Background: an optimization exercise with open tools, aiming at small area, a short achievable clock period and few clock cycles. Do not read the settings as production practice. At most, simulation tests tie the RTL to the original design; equivalence was not proved.

== old ==
==> flow/design.v (excerpt) <==
module UT_TOP (
    clk, rst_n, in_valid, in_time,
    out_valid, out_display, out_day
);
Size: about 980 cells after synthesis, about 42 I/O pins.
clock: 9.0 ns
lec_check: 0
abc_area: 1
abc_clock_period_in_ps: 1500
cap_margin: 20
core_margin: 2
core_utilization: 60
setup_slack_margin: 5
slew_margin: 20
standard.sh (not shown) runs the stock make flow with config.mk's settings and CLKGATE_MAP_FILE= SYNTH_SCRIPT=/design/flow/synth_recipe.tcl, a recipe that flattens the netlist after the stock synthesis.
==> flow/flow/run.sh <==
#!/bin/bash
# Standard layout, except:
#  - synthesis maps adders and comparators through ABC (no full/half-adder
#    cell extraction), with a stronger area-oriented ABC script
#    (flow/abc_area.script, used in place of ORFS's abc_area.script);
#  - port buffers are plain buf_1 cells (resized later where timing needs it);
#  - clock tree synthesis adds no dummy loads;
#  - timing repair aims for 2.67 ns paths.
set -euo pipefail
rm -rf scripts_local
cp -r "$FLOW_HOME/scripts" scripts_local
cp flow/abc_area.script scripts_local/abc_area.script
bash standard.sh "SCRIPTS_DIR=$PWD/scripts_local" ADDER_MAP_FILE= SETUP_SLACK_MARGIN=6.33 \
  "BUFFER_PORTS_ARGS=-buffer_cell sky130_fd_sc_hd__buf_1" \
  "CTS_ARGS=-sink_clustering_enable -repair_clock_nets -dont_use_dummy_load" \
  finish > flow_make.log 2>&1
==> flow/flow/abc_area.script <==
strash
&get -n
&fraig -x
&put
scorr
dc2
dc2
strash
dch -f
map {D}
topo
stime -c
buffer -c
upsize -c
dnsize -c
Testbench counts of old, summed over its fixed seeds: cycles 11,768.
Setup changes, old to new
-- flow/design.v --
<<< old, line 119
reg [2:0]  W;      
reg        gt, lt; 
reg [10:0] R2;     
reg [4:0]  Y;      
reg [1:0]  YO;     
>>> new, line 119
reg [2:0]  W;      
reg        gt, lt; 
reg [10:0] R2;
reg [4:0]  Y;      
reg [1:0]  YO;     
<<< old, line 241
        cnt <= 5'd0;
    end else begin
        if (in_valid && idle) cnt <= 5'd1;
        else if (cnt == 5'd22) cnt <= 5'd0;
        else if (!idle) cnt <= cnt + 5'd1;
>>> new, line 241
        cnt <= 5'd0;
    end else begin
        if (in_valid) cnt <= 5'd1;
        else if (cnt == 5'd22) cnt <= 5'd0;
        else if (!idle) cnt <= cnt + 5'd1;
--- outcome ---
[compare] base=old new=new: number of buffers outside the clock class in the layout decreased by 10 relative to the old numbers; tap cell instance count grew by about 3%; clock sink count flat; worst setup slack after layout increased by 3.5 ps relative to the old numbers.
Higher number of global-route vias before repair among old and new: old
Register-to-register slack in new is 90 ps higher than in old
[new] filler cell count in the final layout rose 73 relative to old
new vs. old: final instance area went up by 0.48%.
Testbench counts of new, summed over its fixed seeds: cycles 11,768.

UT_TOP, a different RTL version from the one above (not shown whole).
For scale: roughly 980 cells after synthesis.
Settings: LEC_CHECK=0, ABC_AREA=1, ABC_CLOCK_PERIOD_IN_PS=1500, CAP_MARGIN=20, CORE_MARGIN=2, CORE_UTILIZATION=60, SETUP_SLACK_MARGIN=5, SLEW_MARGIN=20; clock period 9.0 ns.
Scripts as last shown in full above: flow/flow/run.sh, flow/flow/abc_area.script
The baseline went through all stages and came out clean.
Then changed:
--- a/flow/design.v
+++ b/flow/design.v
@@ -112,49 +112,31 @@
 reg [4:0] cnt;
 wire idle = (cnt == 5'd0);
 reg [9:0]  R1;     
 reg [7:0]  T;      
 reg [15:0] S;      
 reg [6:0]  LO;     
 reg [1:0]  QD;     
 reg [2:0]  W;      
 reg        gt, lt; 
-reg [10:0] R2;     
+reg [10:0] R2;
 reg [4:0]  Y;      
 reg [1:0]  YO;     
 wire [3:0] MO = S[5:2];
 wire [4:0] DY = S[10:6];
 wire [11:0] x1 = {R1, S[15:14]};
 wire        c1a = (x1 >= 12'd675), c1b = (x1 >= 12'd1350), c1c = (x1 >= 12'd2025);
 wire [1:0]  q1 = c1c ? 2'd3 : c1b ? 2'd2 : c1a ? 2'd1 : 2'd0;
-reg  [11:0] k1;     
-always @(*) begin
-    case (q1)
-        2'd0: k1 = 12'd0;
-        2'd1: k1 = 12'd675;
-        2'd2: k1 = 12'd1350;
-        default: k1 = 12'd2025;
-    endcase
-end
-wire [11:0] r1n = x1 - k1;
+wire [11:0] r1n = c1c ? x1 - 12'd2025 : c1b ? x1 - 12'd1350 : c1a ? x1 - 12'd675 : x1;
 wire [12:0] x2 = {R2, QD};
 wire        c2a = (x2 >= 13'd1461), c2b = (x2 >= 13'd2922), c2c = (x2 >= 13'd4383);
 wire [1:0]  q2 = c2c ? 2'd3 : c2b ? 2'd2 : c2a ? 2'd1 : 2'd0;
-reg  [12:0] k2;     
-always @(*) begin
-    case (q2)
-        2'd0: k2 = 13'd0;
-        2'd1: k2 = 13'd1461;
-        2'd2: k2 = 13'd2922;
-        default: k2 = 13'd4383;
-    endcase
-end
-wire [12:0] r2n = x2 - k2;
+wire [12:0] r2n = c2c ? x2 - 13'd4383 : c2b ? x2 - 13'd2922 : c2a ? x2 - 13'd1461 : x2;
 reg [2:0] wn;
 always @(*) begin
     case ({W, q1})
         5'd0: wn = 3'd0;   5'd1: wn = 3'd1;   5'd2: wn = 3'd2;   5'd3: wn = 3'd3;
         5'd4: wn = 3'd4;   5'd5: wn = 3'd5;   5'd6: wn = 3'd6;   5'd7: wn = 3'd0;
         5'd8: wn = 3'd1;   5'd9: wn = 3'd2;   5'd10: wn = 3'd3;  5'd11: wn = 3'd4;
         5'd12: wn = 3'd5;  5'd13: wn = 3'd6;  5'd14: wn = 3'd0;  5'd15: wn = 3'd1;
         5'd16: wn = 3'd2;  5'd17: wn = 3'd3;  5'd18: wn = 3'd4;  5'd19: wn = 3'd5;
         5'd20: wn = 3'd6;  5'd21: wn = 3'd0;  5'd22: wn = 3'd1;  5'd23: wn = 3'd2;
@@ -177,29 +159,30 @@
 wire [4:0]  HQ = {S[1:0], LO[6:4]};
 wire [8:0]  xh = (cnt == 5'd9) ? R1[9:1] : {T, HQ[4]};
 wire        bh = (xh >= 9'd225);
 wire [8:0]  rh = bh ? xh - 9'd225 : xh;
 wire        cma = (T >= 8'd60), cmb = (T >= 8'd120), cmc = (T >= 8'd180);
 wire [1:0]  qm = cmc ? 2'd3 : cmb ? 2'd2 : cma ? 2'd1 : 2'd0;
 wire [7:0]  rm = cmc ? T - 8'd180 : cmb ? T - 8'd120 : cma ? T - 8'd60 : T;
 wire [8:0] doy  = R2[10:2];
 wire       leap = (YO == 2'd2);
+wire [8:0] doyL = doy - {8'd0, leap & (doy >= 9'd60)};
 wire T1  = (doy >= 9'd31);
-wire T2  = leap ? (doy >= 9'd60)  : (doy >= 9'd59);
-wire T3  = leap ? (doy >= 9'd91)  : (doy >= 9'd90);
-wire T4  = leap ? (doy >= 9'd121) : (doy >= 9'd120);
-wire T5  = leap ? (doy >= 9'd152) : (doy >= 9'd151);
-wire T6  = leap ? (doy >= 9'd182) : (doy >= 9'd181);
-wire T7  = leap ? (doy >= 9'd213) : (doy >= 9'd212);
-wire T8  = leap ? (doy >= 9'd244) : (doy >= 9'd243);
-wire T9  = leap ? (doy >= 9'd274) : (doy >= 9'd273);
-wire T10 = leap ? (doy >= 9'd305) : (doy >= 9'd304);
-wire T11 = leap ? (doy >= 9'd335) : (doy >= 9'd334);
+wire T2  = leap ? (doy >= 9'd60) : (doy >= 9'd59);
+wire T3  = (doyL >= 9'd90);
+wire T4  = (doyL >= 9'd120);
+wire T5  = (doyL >= 9'd151);
+wire T6  = (doyL >= 9'd181);
+wire T7  = (doyL >= 9'd212);
+wire T8  = (doyL >= 9'd243);
+wire T9  = (doyL >= 9'd273);
+wire T10 = (doyL >= 9'd304);
+wire T11 = (doyL >= 9'd334);
 wire [3:0] mcalc;
 assign mcalc[3] = T8;
 assign mcalc[2] = T4 & ~T8;
 assign mcalc[1] = (T2 & ~T4) | (T6 & ~T8) | T10;
 assign mcalc[0] = (T1 & ~T2) | (T3 & ~T4) | (T5 & ~T6) | (T7 & ~T8) | (T9 & ~T10) | T11;
 reg [4:0] mst;
 always @(*) begin
     case ({leap, MO})
         5'd0:  mst = 5'd31;  5'd1:  mst = 5'd30;  5'd2:  mst = 5'd26;  5'd3:  mst = 5'd25;
@@ -252,19 +235,19 @@
         5'd14, 5'd16, 5'd18, 5'd20: dig = cbcd[7:4];
         default: dig = cbcd[3:0];
     endcase
 end
 wire dslot = (cnt >= 5'd8) && (cnt <= 5'd21);
 always @(posedge clk or negedge rst_n) begin
     if (!rst_n) begin
         cnt <= 5'd0;
     end else begin
-        if (in_valid && idle) cnt <= 5'd1;
+        if (in_valid) cnt <= 5'd1;
         else if (cnt == 5'd22) cnt <= 5'd0;
         else if (!idle) cnt <= cnt + 5'd1;
     end
 end
 always @(posedge clk or negedge rst_n) begin
     if (!rst_n) begin
         out_valid <= 1'b0;
         out_display <= 4'd0;
         out_day <= 3'd0;
=> The new run finished with timing, DRC and antenna clean; area after synthesis grows by 0.34%; cell area is lower by 4.4%; core utilization falls by 3.3 points; routed wire length came out lower by 4.7%; setup slack stays flat.
No run of this note included a check of the RTL's function; only the layout flow was run.

==> re-timing with driven ports <==
No port has a modelled driver above. Below, the same layouts with a new extraction and two added sets of constraints. Step 1 sets driving cells, clkbuf_16 on the clock port and buf_2 on the other inputs (assumed; they add their load-dependent delay and slew). Step 2 adds t to the input delays and takes it off the output delays; t is the mean of the earliest and latest rising clock arrival at the registers after step 1. Input paths then give back, and output paths get back, about the clock's delay inside the block. a / b / c = ideal / step 1 / step 2; a / b = the first two.
run | t (ns) | setup WS [ns] | latest minus earliest clock arrival (ns) | slew at the worst register clock pin (ns) | worst data-port slew with drivers (ns)
old | 0.394 | 6.333 / 6.294 / 6.404 | 0.029 / 0.029 | 0.09 / 0.09 | 0.04
new | 0.398 | 6.336 / 6.299 / 6.488 | 0.016 / 0.015 | 0.08 / 0.08 | 0.03
the first run of note 2 | 0.403 | 6.317 / 6.282 / 6.414 | 0.024 / 0.023 | 0.09 / 0.09 | 0.03
the second run of note 2 | 0.410 | 6.315 / 6.279 / 6.418 | 0.025 / 0.025 | 0.09 / 0.09 | 0.04
After both steps setup and hold are still met in every run listed.
